Context: an optimization exercise on an open-source flow, tuned for small area. The choices shown serve that exercise and are no tape-out recipe. RTL that was checked went through simulation tests only; none was proved equivalent to the original. Power figures rest on the tool's default switching activity, not on a simulated workload.

==> 07-28: inputs <==
Design MemChecker, start of the top module:
module MemChecker(
  input          clock,
  input          reset,
  output [31:0]  io_mem_address,
  output [63:0]  io_mem_byteenable,
  output         io_mem_read,
  input  [511:0] io_mem_readdata,
  input  [1:0]   io_mem_response,
  output         io_mem_write,
  output [511:0] io_mem_writedata,
  input          io_mem_waitrequest,
  input          io_mem_readdatavalid,
  input          io_mem_writeresponsevalid,
  output [7:0]   io_mem_burstcount,
  output         io_ctrl_AW_ready,
  input          io_ctrl_AW_valid,
  input  [7:0]   io_ctrl_AW_bits_addr,
  input  [2:0]   io_ctrl_AW_bits_prot,
  output         io_ctrl_W_ready,
  input          io_ctrl_W_valid,
  input  [31:0]  io_ctrl_W_bits_wdata,
  input  [3:0]   io_ctrl_W_bits_wstrb,
  input          io_ctrl_B_ready,
  output         io_ctrl_B_valid,
  output [1:0]   io_ctrl_B_bits,
  output         io_ctrl_AR_ready,
  input          io_ctrl_AR_valid,
  input  [7:0]   io_ctrl_AR_bits_addr,
  input  [2:0]   io_ctrl_AR_bits_prot,
  input          io_ctrl_R_ready,
  output         io_ctrl_R_valid,
  output [31:0]  io_ctrl_R_bits_rdata,
  output [1:0]   io_ctrl_R_bits_rresp
);
clock: 10.0 ns
lec_check: 0
abc_area: 0
cap_margin: 30
core_area: 3 3 647 197
die_area: 0 0 650 200
place_density: 0.75
slew_margin: 20
standard.sh (not shown) runs the stock make flow with config.mk's settings and CLKGATE_MAP_FILE= SYNTH_SCRIPT=/design/flow/synth_recipe.tcl, a recipe that flattens the netlist after the stock synthesis.
==> flow/flow/run.sh <==
#!/bin/bash
# Layout flow: the standard flow (standard.sh) with these changes to how the layout is built:
#  - synthesis is standard.sh's own, except that ABC maps the logic with an area-oriented
#    script (flow/abc_area_nf.script: &dch then &nf -a) instead of ORFS's abc_speed.script;
#    the flip-flops, their names and cell types come out as in the standard synthesis;
#  - the port buffers that buffer_ports inserts use the smallest buffer cell (buf_1);
#  - clock tree synthesis runs without dummy loads, with clkbuf_4/clkbuf_8 and sink clusters of
#    up to 16 flip-flops within 60 um.
# Output: synth.log (synthesis), standard.log (the rest of the flow); ORFS's logs under orfs/logs.
set -euo pipefail
work=$(pwd)
rm -rf "$work/orfs_scripts"
cp -r "$FLOW_HOME/scripts" "$work/orfs_scripts"
cp "$work/flow/abc_area_nf.script" "$work/orfs_scripts/abc_speed.script"
SCRIPTS_DIR="$work/orfs_scripts" bash standard.sh synth > synth.log 2>&1
export BUFFER_PORTS_ARGS="-buffer_cell sky130_fd_sc_hd__buf_1"
export CTS_ARGS="-sink_clustering_enable -repair_clock_nets -dont_use_dummy_load -buf_list {sky130_fd_sc_hd__clkbuf_4 sky130_fd_sc_hd__clkbuf_8} -sink_clustering_size 12 -sink_clustering_max_diameter 50"
bash standard.sh > standard.log 2>&1
==> flow/flow/abc_area_nf.script <==
&get -n
&st
&dch
&nf -a -R 10000 -E 1000
&put
==> inputs of 06-19, as changes to 07-28 <==
--- a/flow/design.v
+++ b/flow/design.v
@@ -32,25 +32,10 @@
         assign c[i+1] = c[i] & a[4 * b + i];
       end
     end
   endgenerate
 endmodule
-module MemCheckerDecB #(parameter W = 26) (
-  input  [W-1:0] a,
-  input          bi,
-  output [W-1:0] s
-);
-  wire [W:0] b;
-  assign b[0] = bi;
-  genvar i;
-  generate
-    for (i = 0; i < W; i = i + 1) begin : g
-      assign s[i] = a[i] ^ b[i];
-      assign b[i+1] = b[i] & ~a[i];
-    end
-  endgenerate
-endmodule
 module MemCheckerDec #(parameter W = 26) (
   input  [W-1:0] a,
   output [W-1:0] s
 );
   wire [W:0] b;
@@ -97,17 +82,10 @@
   wire [3:0] bB5 = bU | ({4{m5}} & 4'b0011);
   wire [3:0] bA6 = bU | ({4{m6}} & 4'b0101);
   wire [3:0] bB6 = bU | ({4{m6}} & 4'b0011);
   wire [3:0] bA7 = bU | ({4{m7}} & 4'b0101);
   wire [3:0] bB7 = bU | ({4{m7}} & 4'b0011);
-  wire [7:0] phm2 = phi & {8{m2}};
-  wire [31:0] bUh;
-  generate
-    for (i = 0; i < 32; i = i + 1) begin : g_buh
-      assign bUh[i] = phi[i / 4] & bU[i % 4];
-    end
-  endgenerate
   generate
     for (c = 0; c < 128; c = c + 1) begin : g_col
       localparam integer B5 = c % 8;
       localparam integer B6 = c % 32;
       wire v5, v6, v7;
@@ -132,22 +110,16 @@
       end else if (c - 2 < W) begin : g7n
         assign v7 = m7 & n[c - 2];
       end else begin : g7z
         assign v7 = 1'b0;
       end
-      wire g = ~((phm2[c / 16] & plo[c % 16]) | G | v5 | v6 | v7);
-      if ((B5 == 4) || (B5 == 5) || (B6 == 2) || (B6 == 3) || (c < 2)) begin : g_mix
-        wire a = phi[c / 16] & plo[c % 16];
-        wire [3:0] b = (B5 == 4) ? bA5 : (B5 == 5) ? bB5 : (B6 == 2) ? bA6 : (B6 == 3) ? bB6 :
-                       (c == 0) ? bA7 : bB7;
-        for (l = 0; l < 4; l = l + 1) begin : g_lane
-          assign pat[128 * l + c] = ~((a & b[l]) | g);
-        end
-      end else begin : g_uni
-        for (l = 0; l < 4; l = l + 1) begin : g_lane
-          assign pat[128 * l + c] = ~((plo[c % 16] & bUh[4 * (c / 16) + l]) | g);
-        end
+      wire a = phi[c / 16] & plo[c % 16];
+      wire g = ~((m2 & a) | G | v5 | v6 | v7);
+      wire [3:0] b = (B5 == 4) ? bA5 : (B5 == 5) ? bB5 : (B6 == 2) ? bA6 : (B6 == 3) ? bB6 :
+                     (c == 0) ? bA7 : (c == 1) ? bB7 : bU;
+      for (l = 0; l < 4; l = l + 1) begin : g_lane
+        assign pat[128 * l + c] = ~((a & b[l]) | g);
       end
     end
   endgenerate
 endmodule
 module MemCheckerRdChk #(parameter W = 32) (
@@ -347,11 +319,11 @@
         2'd0: if (io_ctrl_AR_valid) state_rd <= 2'd1;
         2'd1: state_rd <= 2'd2;
         default: if (io_ctrl_R_ready) state_rd <= 2'd0;
       endcase
     end
-    rd_addr <= io_ctrl_AR_bits_addr[7:2];    
+    if (state_rd == 2'd0) rd_addr <= io_ctrl_AR_bits_addr[7:2];
   end
   assign io_ctrl_AW_ready = aw_rdy;
   assign io_ctrl_W_ready = w_rdy;
   assign io_ctrl_B_valid = wr_s3;
   assign io_ctrl_B_bits = 2'd0;
@@ -409,15 +381,14 @@
   reg  [31:0] w_sresp, w_sdur;
   wire w_busy = w_state != 2'd0;
   wire w_init = (w_state == 2'd0) & wr_start;
   wire w_acc  = w_busy & ~io_mem_waitrequest;
   wire [25:0] w_n_inc;
-  wire w_eqhi = w_n[25:6] == w_len[25:6];
-  wire w_last = w_n_inc == w_len;
+  wire w_eqhi = w_n_inc[25:6] == w_len[25:6];
+  wire w_last = w_eqhi & (w_n_inc[5:0] == w_len[5:0]);
   wire w_eob  = w_last | (&w_n[5:0]);
   wire [19:0] w_page_inc;
-  wire w_next_burst = (w_state == 2'd2) & ~io_mem_waitrequest & w_eob & ~w_last;
   MemCheckerInc #(.W(20)) u_wpage (.a(w_addr[31:12]), .ci(1'b1), .s(w_page_inc));
   MemCheckerInc #(.W(26)) u_wn (.a(w_n), .ci(w_acc), .s(w_n_inc));
   wire [31:0] w_sresp_inc, w_sdur_inc;
   MemCheckerInc #(.W(32)) u_wresp (.a(w_sresp), .ci(w_incr_d), .s(w_sresp_inc));
   MemCheckerInc #(.W(32)) u_wdur (.a(w_sdur), .ci(w_en_d), .s(w_sdur_inc));
@@ -430,13 +401,12 @@
         2'd0: if (wr_start) w_state <= 2'd1;
         2'd1: if (~io_mem_waitrequest) w_state <= w_last ? 2'd0 : 2'd2;
         default: if (~io_mem_waitrequest & w_eob) w_state <= w_last ? 2'd0 : 2'd1;
       endcase
     end
-    if (w_init) w_addr[11:0] <= wr_base[11:0];
-    if (w_init) w_addr[31:12] <= wr_base[31:12];
-    else if (w_next_burst) w_addr[31:12] <= w_page_inc;
+    if (w_init) w_addr <= wr_base[31:0];
+    else if ((w_state == 2'd2) & ~io_mem_waitrequest & w_eob & ~w_last) w_addr[31:12] <= w_page_inc;
     if (w_init) w_len <= wr_len[31:6];
     w_n <= w_init ? 26'd0 : w_n_inc;
     w_prev <= w_busy;
     if (reset) w_en <= 1'b0;
     else w_en <= w_init | (~w_done & w_en);
@@ -462,15 +432,15 @@
   wire r_init = (r_state == 2'd0) & rd_start;
   wire r_inc  = r_busy & io_mem_readdatavalid;
   wire r_beat = (r_state == 2'd2) & io_mem_readdatavalid;
   wire r_eob  = r_cyc == 6'd0;
   wire [25:0] r_rem_dec;
-  MemCheckerDecB #(.W(26)) u_rdec (.a(r_init ? rd_len[31:6] : r_rem), .bi(r_init | r_beat), .s(r_rem_dec));
+  MemCheckerDec #(.W(26)) u_rdec (.a(r_init ? rd_len[31:6] : r_rem), .s(r_rem_dec));
   wire [19:0] r_page_inc;
-  MemCheckerInc #(.W(20)) u_rpage (.a(r_addr[31:12]), .ci(r_beat & r_eob), .s(r_page_inc));
+  MemCheckerInc #(.W(20)) u_rpage (.a(r_addr[31:12]), .ci(1'b1), .s(r_page_inc));
   wire [5:0] r_cyc_dec;
-  MemCheckerDecB #(.W(6)) u_rcyc (.a(r_cyc), .bi(r_beat), .s(r_cyc_dec));
+  MemCheckerDec #(.W(6)) u_rcyc (.a(r_cyc), .s(r_cyc_dec));
   wire [6:0] r_cyc_p1;
   MemCheckerInc #(.W(7)) u_rbc (.a({1'b0, r_cyc}), .ci(1'b1), .s(r_cyc_p1));
   wire [31:0] r_sresp_inc, r_sdur_inc;
   MemCheckerInc #(.W(32)) u_rresp (.a(r_sresp), .ci(r_incr_d), .s(r_sresp_inc));
   MemCheckerInc #(.W(32)) u_rdur (.a(r_sdur), .ci(r_en_d), .s(r_sdur_inc));
@@ -484,14 +454,15 @@
         2'd0: if (rd_start) r_state <= 2'd1;
         2'd1: if (~io_mem_waitrequest) r_state <= r_eob ? 2'd0 : 2'd2;
         default: if (r_beat & r_eob) r_state <= (r_rem == 26'd0) ? 2'd0 : 2'd1;
       endcase
     end
-    if (r_init) r_addr[11:0] <= rd_base[11:0];
-    r_addr[31:12] <= r_init ? rd_base[31:12] : r_page_inc;
-    r_rem <= r_rem_dec;
-    r_cyc <= (r_init | (r_beat & r_eob)) ? r_cyc_new : r_cyc_dec;
+    if (r_init) r_addr <= rd_base[31:0];
+    else if (r_beat & r_eob) r_addr[31:12] <= r_page_inc;
+    if (r_init | r_beat) r_rem <= r_rem_dec;
+    if (r_init | (r_beat & r_eob)) r_cyc <= r_cyc_new;
+    else if (r_beat) r_cyc <= r_cyc_dec;
     r_prev <= r_busy;
     if (reset) r_en <= 1'b0;
     else r_en <= r_init | (~r_done & r_en);
     r_en_d <= r_en;
     r_incr_d <= r_inc & (io_mem_response == 2'd0);
==> flow/flow/run.sh (replaced) <==
#!/bin/bash
# Layout flow: the standard flow (standard.sh) with these changes to how the layout is built:
#  - synthesis is standard.sh's own, except that ABC maps the logic with an area-oriented
#    script (flow/abc_area_nf.script) instead of ORFS's abc_speed.script; the flip-flops,
#    their names and cell types come out as in the standard synthesis;
#  - the port buffers that buffer_ports inserts use the smallest buffer cell (buf_1);
#  - clock tree synthesis runs without dummy loads.
# Output: synth.log (synthesis), standard.log (the rest of the flow); ORFS's logs under orfs/logs.
set -euo pipefail
work=$(pwd)
rm -rf "$work/orfs_scripts"
cp -r "$FLOW_HOME/scripts" "$work/orfs_scripts"
cp "$work/flow/abc_area_nf.script" "$work/orfs_scripts/abc_speed.script"
SCRIPTS_DIR="$work/orfs_scripts" bash standard.sh synth > synth.log 2>&1
export BUFFER_PORTS_ARGS="-buffer_cell sky130_fd_sc_hd__buf_1"
export CTS_ARGS="-sink_clustering_enable -repair_clock_nets -dont_use_dummy_load -buf_list {sky130_fd_sc_hd__clkbuf_4 sky130_fd_sc_hd__clkbuf_8}"
bash standard.sh > standard.log 2>&1
==> flow/flow/abc_area_nf.script (replaced) <==
&get -n
&st
&dch
&nf -a
&put
==> flow/config.mk (replaced) <==
export PLATFORM = sky130hd
export DESIGN_NAME = MemChecker
export DESIGN_NICKNAME = MemChecker
export VERILOG_FILES = /design/flow/design.v
export SDC_FILE = /design/flow/constraint.sdc
export NUM_CORES = 8
export LEC_CHECK = 0
export ABC_AREA = 0
export CAP_MARGIN = 30
export CORE_AREA = 3 3 422 422
export DIE_AREA = 0 0 425 425
export SLEW_MARGIN = 30
==> run summary <==
In 06-19 the critical path depth is higher than in 07-28, by 1.
Sequential power: 07-28 is higher than 06-19 (about 2%).
Of 07-28 and 06-19, 06-19 has the higher register-to-register slack (gap 0.17 ns).
In 07-28 the final area is smaller than in 06-19, by 6.5%.
Against 07-28, the via count of 06-19 is higher by about 0.26%.
The RTL of 06-19 was laid out without a check of its function.

==> re-timing with driven ports <==
Ports are ideal in the flow. The routed layouts listed here were re-timed in OpenROAD. Step 1 assumes that a clkbuf_16 drives the clock port and a buf_2 every other input. Step 2 moves the port delays by t, midway between the first and last clock arrival at a register: inputs arrive t later, outputs are due t later. That takes back most of the time a late clock gives input paths. Three values: ideal ports, drivers, drivers and shift; two values: the first two.
run	t, ns	setup slack, ns	worst hold slack (ns)	slew at the worst register clock pin (ns)
07-28	0.757	1.142 / 1.166 / 0.409	0.333 / 0.333 / 0.333	0.11 / 0.11
06-19	0.747	0.222 / 0.167 / 0.167	0.345 / 0.345 / 0.345	0.07 / 0.07
After both steps setup and hold are still met in every run listed. The setup slack of 07-28, which loses most, moves by +0.024 ns with the drivers and by -0.733 ns with both steps.
